Background: an optimization exercise with open tools, aiming at small area. Do not read the settings as production practice. In this exercise RTL edits were held to simulation tests only and were not proved equivalent to the original. Power is estimated from default activity; no workload was simulated. No driver is modelled on the clock port, so clocking that relies on it looks cheaper here than on a real chip.

run A:
==> flow/design.v (excerpt) <==
module dotProduct
		(clk, Mem_reset, Comp_reset, Mem_Index_reset, Computing,
		PE_reset, load_old_output, load_from_file, write_to_file,
		input_data_from_file, output_data_from_file, output_data_to_file,
		result, state);
		input clk, Mem_reset, Comp_reset, Mem_Index_reset, Computing;
		input PE_reset, load_old_output, load_from_file, write_to_file;
		input [15:0] input_data_from_file;
		input [15:0] output_data_from_file;
		output [15:0] output_data_to_file;
		output [15:0] result;
		output [5:0] state;
		reg clr, ls, cs, ws;
		reg [5:0] mic, csc;
		wire mic_lt32 = ~mic[5];
		wire mic_lt33 = ~mic[5] | (mic[4:0] == 5'd0);
		wire csc_lt32 = ~csc[5];
		wire csc_lt35 = ~csc[5] | (csc[4:0] < 5'd3);
		always @(posedge clk) begin
			clr <= Mem_reset;
			ls <= load_from_file | (ls & mic_lt32);
			cs <= Computing | (cs & csc_lt35);
			ws <= write_to_file | (ws & mic_lt33);
			if (Mem_Index_reset)
				mic <= 6'd0;
			else if (ls ? mic_lt32 : (ws & mic_lt33))
				mic <= mic + 6'd1;
			if (Comp_reset)
				csc <= 6'd0;
			else if (cs & csc_lt35)
				csc <= csc + 6'd1;
		end
		assign state = csc;
		reg en_r_ab, en_w_ab, en_r_o, en_w_o;
		reg [4:0] ar_ab, ar_o, aw_o;
		always @(posedge clk) begin
			if (ls) begin
				en_r_ab <= mic_lt32;
				en_w_ab <= mic_lt32;
				ar_ab <= mic[4:0] - 5'd2;
				en_r_o <= mic_lt32;
				en_w_o <= mic_lt32;
				ar_o <= mic[4:0] - 5'd2;
				aw_o <= mic[4:0];
			end else if (ws) begin
				en_r_o <= mic_lt33;
				en_w_o <= 1'b0;
				ar_o <= mic[4:0];
			end else if (cs) begin
				en_r_ab <= csc_lt32 & csc_lt35;
				en_w_ab <= 1'b0;
				ar_ab <= csc[4:0];
				en_r_o <= csc_lt32 & csc_lt35;
				en_w_o <= csc_lt35 & (csc[5:1] != 5'd0) & (csc != 6'd34);
				ar_o <= csc[4:0];
				aw_o <= csc[4:0] - 5'd2;
			end else begin
  ...
Size: about 0.041 sq mm of cells after synthesis.
Settings: LEC_CHECK=0, CAP_MARGIN=10, CORE_MARGIN=2, CORE_UTILIZATION=40, CTS_CLUSTER_DIAMETER=80, CTS_CLUSTER_SIZE=30, GPL_TIMING_DRIVEN=1, PLACE_DENSITY=0.8, SLEW_MARGIN=10, SYNTH_HIERARCHICAL=1; clock period 10.0 ns.
standard.sh (not shown) runs the stock make flow with config.mk's settings and CLKGATE_MAP_FILE= SYNTH_SCRIPT=/design/flow/synth_recipe.tcl, a recipe that flattens the netlist after the stock synthesis.
==> flow/flow/run.sh <==
#!/bin/bash
set -euo pipefail
bash standard.sh \
  "BUFFER_PORTS_ARGS=-buffer_cell sky130_fd_sc_hd__buf_1" \
  "CTS_ARGS=-sink_clustering_enable -repair_clock_nets -sink_clustering_size 30 -sink_clustering_max_diameter 80 -dont_use_dummy_load" \
  finish > standard_make.log 2>&1
Input changes introduced in run B (baseline for comparison: run A):
- swapping 0.8 for 0.75 in PLACE_DENSITY
- swapping 30 for 25 in CTS_CLUSTER_SIZE
==> flow/flow/run.sh <==
#!/bin/bash
set -euo pipefail
bash standard.sh \
  "BUFFER_PORTS_ARGS=-buffer_cell sky130_fd_sc_hd__buf_1" \
  "CTS_ARGS=-sink_clustering_enable -repair_clock_nets -sink_clustering_size 25 -sink_clustering_max_diameter 80 -dont_use_dummy_load" \
  finish > standard_make.log 2>&1
Notes after the runs:
Higher detailed-route wire length on metal 1 goes to run B over run A. Compared with run A, in run B TritonCTS buffer count up 7; via count up 1.1%; clock-pin transition on the worst setup and hold timing paths down 20 ps.
Here is what was changed in the inputs of run C compared with run B.
- changing CTS_CLUSTER_SIZE from 25 to 30
- changing PLACE_DENSITY from 0.75 to 0.7
==> flow/run.sh (new file) <==
#!/bin/bash
# synth_recipe.tcl (not shown) runs the flow's synth.tcl, then flattens the netlist and writes it again
# the make line also repeats each setting of config.mk as NAME=value (left out here)
make -C /OpenROAD-flow-scripts/flow DESIGN_CONFIG=/design/flow/config.mk WORK_HOME=/design/flow/orfs CLKGATE_MAP_FILE= SYNTH_SCRIPT=/design/flow/synth_recipe.tcl finish
removed: flow/flow/run.sh
removed: flow/standard.sh
### Flow results
- The final layout from run C, which completed every stage, passed the timing, DRC and antenna checks at the end of the flow.
- Run B went all the way through synthesis, placement and routing and the layout is clean on timing, DRC and antenna.
- The via count of run C was superior to that of run B.
- The clock-cell share of area number comes out higher for run C vs run B.
- Number of fill cells in the layout delta (run C -> run B): insignificant
- Re count of inverters other than clock inverters in the layout: no difference whatsoever between run C and run B.
- Against run B, wire length per cell after detailed routing in run C fell slightly.
- Compared with run B, in run C cell count picked up an extra about 0.6%; multi-input gate share of total cell area now smaller; sequential share of layout area now sits lower; routed wire length was more or less identical.
- From run B to run C the numbers moved as follows: final design area excluding fillers now larger; number of max-slew violations in the final report held steady.
diff inputs: run C => run D
- a change of PLACE_DENSITY from 0.7 to 0.75
==> flow/flow/run.sh (new file) <==
#!/bin/bash
set -euo pipefail
bash standard.sh \
  "BUFFER_PORTS_ARGS=-buffer_cell sky130_fd_sc_hd__buf_1" \
  "CTS_ARGS=-sink_clustering_enable -repair_clock_nets -sink_clustering_size 30 -sink_clustering_max_diameter 80 -dont_use_dummy_load" \
  finish > standard_make.log 2>&1
==> flow/standard.sh (new file) <==
#!/bin/bash
# synth_recipe.tcl (not shown) runs the flow's synth.tcl, then flattens the netlist and writes it again
# the make line also repeats each setting of config.mk as NAME=value (left out here)
make -C /OpenROAD-flow-scripts/flow DESIGN_CONFIG=/design/flow/config.mk WORK_HOME=/design/flow/orfs CLKGATE_MAP_FILE= SYNTH_SCRIPT=/design/flow/synth_recipe.tcl "${@:-finish}"
removed: flow/run.sh
==> comparison <==
Cmp run D and run C / non-clock buffer count / lower: run C
Compared run D against run C; met2 global-route usage within noise.
Run D vs run C — power dropped 240 uW.

[separate check: timing with driven ports]
In the flow no input, the clock included, has a driving cell. The finished layouts below were timed again as built, in two steps.
Step 1, drivers: a clkbuf_16 drives clk and a buf_2 each remaining input, both assumed.
Step 2 times the ports against the registers' clock, not the clock port: input delays grow and output delays shrink by t, the midpoint of the rising clock arrivals with the driver on.
Slacks: no drivers / after step 1 / after step 2; pairs: no drivers / after step 1.
| run | shift t [ns] | setup slack, ns | worst register clock-pin slew, ns | worst data-port slew with drivers (ns) |
|---|---|---|---|---|
| run A | 0.670 | 0.747 / 0.746 / 0.746 | 0.12 / 0.12 | 0.09 |
| run B | 0.696 | 0.814 / 0.813 / 0.813 | 0.10 / 0.10 | 0.07 |
| run C | 0.696 | 0.770 / 0.770 / 0.770 | 0.11 / 0.11 | 0.14 |
| run D | 0.677 | 0.767 / 0.767 / 0.767 | 0.12 / 0.12 | 0.07 |
After both steps setup and hold are still met in every run listed.
